This is an optimization exercise on Yosys and OpenROAD, whose aim is small area, a short achievable clock period and few clock cycles, not a production implementation. RTL that was checked went through simulation tests only; none was proved equivalent to the original.

==> run a: inputs <==
Design divider, start of the top module:
module divider (
    input div_clk, reset,
    input div,
    input div_signed,
    input [31:0] x, y,
    input use_mod,
    output [31:0] div_result,
    output div_ok
);
==> module divider, before the edit <==
module divider (
    input div_clk, reset,
    input div,
    input div_signed,
    input [31:0] x, y,
    input use_mod,
    output [31:0] div_result,
    output div_ok
);
    localparam IDLE = 2'd0, NORM = 2'd1, ITER = 2'd2, DONE = 2'd3;
    reg  [1:0]  state;
    reg         done;
    reg  [32:0] V;       
    reg  [32:0] D;       
    reg  [31:0] A;       
    reg         xneg, qneg, mod, sub;
    assign div_ok     = done;
    assign div_result = mod ? V[31:0] : A;
    wire        sx = div_signed & x[31];
    wire        sy = div_signed & y[31];
    wire [31:0] xu = sx ? {~x[30:0], 1'b1} : x;
    wire [31:0] yu = sy ? {~y[31:1], 1'b1} : y;      
    wire [5:0]  xz_in, yz_in;
    wire        xall0, yall0;
    lzc32 lzx (.a(xu), .z(xz_in), .all0(xall0));
    lzc32 lzy (.a(yu), .z(yz_in), .all0(yall0));
    reg  [5:0]  ncx, cy;   
    wire [6:0]  dd = {1'b0, cy} + {1'b1, ncx} + 7'd1;   
    wire        trivial = dd[6] | cy[5];      
    wire [32:0] s1  = dd[0] ? {D[31:0],   sub}        : D;
    wire [32:0] s2  = dd[1] ? {s1[30:0],  {2{sub}}}   : s1;
    wire [32:0] s3  = dd[2] ? {s2[28:0],  {4{sub}}}   : s2;
    wire [32:0] s4  = dd[3] ? {s3[24:0],  {8{sub}}}   : s3;
    wire [32:0] Dsh = dd[4] ? {s4[16:0],  {16{sub}}}  : s4;
    wire        fast;
    msb_less lt (.a(xu), .b(yu), .lt(fast));
    wire [33:0] Tc = {1'b0, V[31:0], 1'b1} + {1'b0, D[31:0], sub};
    wire        c32 = Tc[33];
    wire [32:0] T = {V[32] ^ D[32] ^ c32, Tc[32:1]};
    wire [32:0] zs = (V ^ D) ^ {(V[31:0] | D[31:0]), 1'b0};
    wire        Z  = sub ? (V == ~D) : ~|zs;
    wire        acc = xneg ? ((V[32] ^ c32) | Z) : c32;
    always @(posedge div_clk) begin
        if (reset) begin
            state <= IDLE;
            done  <= 1'b0;
        end else begin
            case (state)
                IDLE: if (div) begin
                          if (fast) begin
                              state <= DONE;
                              done  <= 1'b1;
                          end else
                              state <= NORM;
                      end
                NORM: if (trivial) begin
                          state <= DONE;
                          done  <= 1'b1;
                      end else
                          state <= ITER;
                ITER: if (cy[4:0] == 5'd0) begin
                          state <= DONE;
                          done  <= 1'b1;
                      end
                DONE: begin
                          state <= IDLE;
                          done  <= 1'b0;
                      end
            endcase
        end
    end
    always @(posedge div_clk) begin
        xneg <= div_signed & x[31];
        sub  <= ~(div_signed & (x[31] ^ y[31]));
        mod  <= use_mod;
        ncx  <= ~xz_in;
        case (state)
            IDLE: begin
                V    <= {div_signed & x[31], x};
                D    <= {div_signed & y[31], y} ^ {33{~(div_signed & (x[31] ^ y[31]))}};
                qneg <= div_signed & (x[31] ^ y[31]);
                cy   <= yz_in;
                A    <= 32'd0;
            end
            NORM: begin
                if (qneg & acc) V <= T;
                qneg <= qneg & acc;
                A    <= {32{qneg & acc}};
                D   <= Dsh;
                cy  <= {1'b0, dd[4:0]};
            end
            default: begin
                if (acc) V <= T;
                A    <= {A[30:0], acc ^ qneg};
                D   <= {D[32], D[32:1]};
                cy  <= cy - 6'd1;
            end
        endcase
    end
endmodule
clock: 8.0 ns
lec_check: 0
abc_area: 1
cap_margin: 20
core_margin: 2
core_utilization: 40
cts_buf_list: sky130_fd_sc_hd__clkbuf_8
cts_cluster_size: 25
setup_slack_margin: 4.7
slew_margin: 20
standard.sh (not shown) runs the stock make flow with config.mk's settings and CLKGATE_MAP_FILE= SYNTH_SCRIPT=/design/flow/synth_recipe.tcl, a recipe that flattens the netlist after the stock synthesis.
==> flow/flow/run.sh <==
#!/bin/bash
# The standard layout, with the ports buffered by buf_1 cells instead of
# the delay cells buffer_ports picks by default. Each step's output goes to a
# log of its own.
set -euo pipefail
bash standard.sh synth > synth.log 2>&1
bash standard.sh 'BUFFER_PORTS_ARGS=-buffer_cell sky130_fd_sc_hd__buf_1' finish > layout.log 2>&1
==> run b (differences from run a) <==
--- a/flow/design.v
+++ b/flow/design.v
@@ -15,7 +15,7 @@
     reg  [31:0] A;       
     reg         xneg, qneg, mod, sub;
     assign div_ok     = done;
-    assign div_result = mod ? V[31:0] : A;
+    assign div_result = A;
     wire        sx = div_signed & x[31];
     wire        sy = div_signed & y[31];
     wire [31:0] xu = sx ? {~x[30:0], 1'b1} : x;
@@ -34,12 +34,11 @@
     wire [32:0] Dsh = dd[4] ? {s4[16:0],  {16{sub}}}  : s4;
     wire        fast;
     msb_less lt (.a(xu), .b(yu), .lt(fast));
-    wire [33:0] Tc = {1'b0, V[31:0], 1'b1} + {1'b0, D[31:0], sub};
-    wire        c32 = Tc[33];
-    wire [32:0] T = {V[32] ^ D[32] ^ c32, Tc[32:1]};
+    wire [33:0] Tc = {V, 1'b1} + {D, sub};
+    wire [32:0] T = Tc[33:1];
     wire [32:0] zs = (V ^ D) ^ {(V[31:0] | D[31:0]), 1'b0};
     wire        Z  = sub ? (V == ~D) : ~|zs;
-    wire        acc = xneg ? ((V[32] ^ c32) | Z) : c32;
+    wire        acc = xneg ? (T[32] | Z) : ~T[32];
     always @(posedge div_clk) begin
         if (reset) begin
             state <= IDLE;
@@ -80,18 +79,24 @@
                 D    <= {div_signed & y[31], y} ^ {33{~(div_signed & (x[31] ^ y[31]))}};
                 qneg <= div_signed & (x[31] ^ y[31]);
                 cy   <= yz_in;
-                A    <= 32'd0;
+                A    <= use_mod ? x : 32'd0;
             end
             NORM: begin
                 if (qneg & acc) V <= T;
                 qneg <= qneg & acc;
-                A    <= {32{qneg & acc}};
+                if (mod) begin
+                    if (qneg & acc) A <= T[31:0];
+                end else
+                    A <= {32{qneg & acc}};
                 D   <= Dsh;
                 cy  <= {1'b0, dd[4:0]};
             end
             default: begin
                 if (acc) V <= T;
-                A    <= {A[30:0], acc ^ qneg};
+                if (mod) begin
+                    if (acc) A <= T[31:0];
+                end else
+                    A <= {A[30:0], acc ^ qneg};
                 D   <= {D[32], D[32:1]};
                 cy  <= cy - 6'd1;
             end
==> flow/flow/run.sh (replaced) <==
#!/bin/bash
# The standard layout, with the ports buffered by buf_4 cells instead of
# the delay cells buffer_ports picks by default. Each step's output goes to a
# log of its own.
set -euo pipefail
bash standard.sh synth > synth.log 2>&1
bash standard.sh 'BUFFER_PORTS_ARGS=-buffer_cell sky130_fd_sc_hd__buf_4' finish > layout.log 2>&1
- CORE_UTILIZATION: 40 -> 60
- CTS_BUF_LIST: sky130_fd_sc_hd__clkbuf_8 -> unset
- CTS_CLUSTER_SIZE: 25 -> unset
- PLACE_DENSITY: unset -> 0.7
- SETUP_SLACK_MARGIN: 4.7 -> 4.5
==> run c (differences from run a) <==
--- a/flow/design.v
+++ b/flow/design.v
@@ -13,18 +13,19 @@
     reg  [32:0] V;       
     reg  [32:0] D;       
     reg  [31:0] A;       
+    reg  [4:0]  cnt;
     reg         xneg, qneg, mod, sub;
     assign div_ok     = done;
     assign div_result = mod ? V[31:0] : A;
     wire        sx = div_signed & x[31];
     wire        sy = div_signed & y[31];
-    wire [31:0] xu = sx ? {~x[30:0], 1'b1} : x;
-    wire [31:0] yu = sy ? {~y[31:1], 1'b1} : y;      
     wire [5:0]  xz_in, yz_in;
     wire        xall0, yall0;
-    lzc32 lzx (.a(xu), .z(xz_in), .all0(xall0));
-    lzc32 lzy (.a(yu), .z(yz_in), .all0(yall0));
-    reg  [5:0]  ncx, cy;   
+    lzc32 lzx (.a(x ^ {32{sx}}), .z(xz_in), .all0(xall0));
+    lzc32 lzy (.a(y ^ {32{sy}}), .z(yz_in), .all0(yall0));
+    wire        xp_in = sx & ~|(~x[31:1] & x[30:0]);
+    wire        yp_in = sy & ~|(~y[31:1] & y[30:0]);
+    reg  [5:0]  ncx, cy;                      
     wire [6:0]  dd = {1'b0, cy} + {1'b1, ncx} + 7'd1;   
     wire        trivial = dd[6] | cy[5];      
     wire [32:0] s1  = dd[0] ? {D[31:0],   sub}        : D;
@@ -32,14 +33,14 @@
     wire [32:0] s3  = dd[2] ? {s2[28:0],  {4{sub}}}   : s2;
     wire [32:0] s4  = dd[3] ? {s3[24:0],  {8{sub}}}   : s3;
     wire [32:0] Dsh = dd[4] ? {s4[16:0],  {16{sub}}}  : s4;
-    wire        fast;
-    msb_less lt (.a(xu), .b(yu), .lt(fast));
-    wire [33:0] Tc = {1'b0, V[31:0], 1'b1} + {1'b0, D[31:0], sub};
-    wire        c32 = Tc[33];
-    wire [32:0] T = {V[32] ^ D[32] ^ c32, Tc[32:1]};
+    wire        msb_lt;
+    msb_less lt (.a(x ^ {32{sx}}), .b(y ^ {32{sy}}), .lt(msb_lt));
+    wire        fast = msb_lt & ~xp_in;
+    wire [33:0] Tc = {V, 1'b1} + {D, sub};
+    wire [32:0] T = Tc[33:1];
     wire [32:0] zs = (V ^ D) ^ {(V[31:0] | D[31:0]), 1'b0};
     wire        Z  = sub ? (V == ~D) : ~|zs;
-    wire        acc = xneg ? ((V[32] ^ c32) | Z) : c32;
+    wire        acc = xneg ? (T[32] | Z) : ~T[32];
     always @(posedge div_clk) begin
         if (reset) begin
             state <= IDLE;
@@ -58,7 +59,7 @@
                           done  <= 1'b1;
                       end else
                           state <= ITER;
-                ITER: if (cy[4:0] == 5'd0) begin
+                ITER: if (cnt == 5'd0) begin
                           state <= DONE;
                           done  <= 1'b1;
                       end
@@ -70,16 +71,16 @@
         end
     end
     always @(posedge div_clk) begin
-        xneg <= div_signed & x[31];
-        sub  <= ~(div_signed & (x[31] ^ y[31]));
-        mod  <= use_mod;
-        ncx  <= ~xz_in;
         case (state)
             IDLE: begin
                 V    <= {div_signed & x[31], x};
                 D    <= {div_signed & y[31], y} ^ {33{~(div_signed & (x[31] ^ y[31]))}};
+                xneg <= div_signed & x[31];
                 qneg <= div_signed & (x[31] ^ y[31]);
-                cy   <= yz_in;
+                sub  <= ~(div_signed & (x[31] ^ y[31]));
+                mod  <= use_mod;
+                ncx  <= ~(xz_in - {5'd0, xp_in});
+                cy   <= yz_in - {5'd0, yp_in};
                 A    <= 32'd0;
             end
             NORM: begin
@@ -87,14 +88,15 @@
                 qneg <= qneg & acc;
                 A    <= {32{qneg & acc}};
                 D   <= Dsh;
-                cy  <= {1'b0, dd[4:0]};
+                cnt <= dd[4:0];
             end
-            default: begin
+            ITER: begin
                 if (acc) V <= T;
-                A    <= {A[30:0], acc ^ qneg};
-                D   <= {D[32], D[32:1]};
-                cy  <= cy - 6'd1;
+                D <= {D[32], D[32:1]};
+                A <= {A[30:0], acc ^ qneg};
+                cnt <= cnt - 5'd1;
             end
+            default: ;
         endcase
     end
 endmodule
==> flow/run.sh (new file) <==
#!/bin/bash
# synth_recipe.tcl (not shown) runs the flow's synth.tcl, then flattens the netlist and writes it again
# the make line also repeats each setting of config.mk as NAME=value (left out here)
make -C /OpenROAD-flow-scripts/flow DESIGN_CONFIG=/design/flow/config.mk WORK_HOME=/design/flow/orfs CLKGATE_MAP_FILE= SYNTH_SCRIPT=/design/flow/synth_recipe.tcl finish
- CTS_BUF_LIST: sky130_fd_sc_hd__clkbuf_8 -> unset
- CTS_CLUSTER_SIZE: 25 -> unset
- SETUP_SLACK_MARGIN: 4.7 -> 5
removed: flow/flow/run.sh
removed: flow/standard.sh
==> notes.md <==
| metric | run c | run b | run a |
|---|---|---|---|
| Status | no timing/DRC/antenna violations | no timing/DRC/antenna violations | no timing/DRC/antenna violations |
| Die Outline Area | 35800 µm² | 21700 µm² | 30700 µm² |
| Register clock-pin slew on the reported worst setup and hold paths | 70 ps | 70 ps | 90 ps |
| Layout clock buffer count | 19 | 17 | 18 |
| Number of multi-input logic gates | 1629 | 1508 | 1446 |
| Crit Reg-Reg Endpoint | V[7] | A[16] | V[20] |
| Starting utilization of the core area | 0.408 | 0.610 | 0.407 |
| Number of flops mapped to enable cells by yosys | 119 | 68 | 36 |
| Worst-path fanout max | 12 | 15 | 16 |
| Placed wire-length estimate | 49.6 mm | 38.0 mm | 36.4 mm |
| Sequential cell count of the final layout | 122 | 117 | 117 |
| Met3 track utilization from global routing | 0.0710 | 0.122 | 0.0433 |
| Number of ordinary and repair buffers in the finished layout | 342 | 126 | 135 |
| Share of the synthesized area in compound gates (AO/OA/AOI/OAI) | 0.193 | 0.215 | 0.228 |
| Die span in x | 189 µm | 147 µm | 175 µm |
| Longest individual stage delay on the worst path | 320 ps | 440 ps | 430 ps |
| Skew-Pair Late Insertion Delay | 450 ps | 440 ps | 470 ps |
| Wire length of the first global-routing pass | 101 mm | 73.3 mm | 69.3 mm |
| Routability Congestion | 1.03 | 1.04 | 0.955 |
Testbench counts of run a, summed over its fixed seeds: cycles 30,551.
Only the layout flow was run in run b and run c; the RTL was not checked for function there.

==> port drivers added, routing unchanged <==
No port has a modelled driver above. Below, the same layouts with a new extraction and two added sets of constraints. Step 1, drivers: a clkbuf_16 drives div_clk and a buf_2 each remaining input, both assumed. Step 2 moves the port delays by t, midway between the first and last clock arrival at a register: inputs arrive t later, outputs are due t later. That takes back most of the time a late clock gives input paths. Three values: ideal, step 1, step 2; two values: the first two.
run | t, ns | setup slack, ns | latest minus earliest clock arrival (ns)
run a | 0.508 | 4.731 / 4.731 / 4.377 | 0.020 / 0.020
run b | 0.486 | 4.538 / 4.538 / 4.173 | 0.016 / 0.017
run c | 0.495 | 4.517 / 4.510 / 4.015 | 0.011 / 0.012
After both steps setup and hold are still met in every run listed. For run c, which loses most, drivers alone change the setup slack by -0.007 ns; drivers and shift together by -0.502 ns.
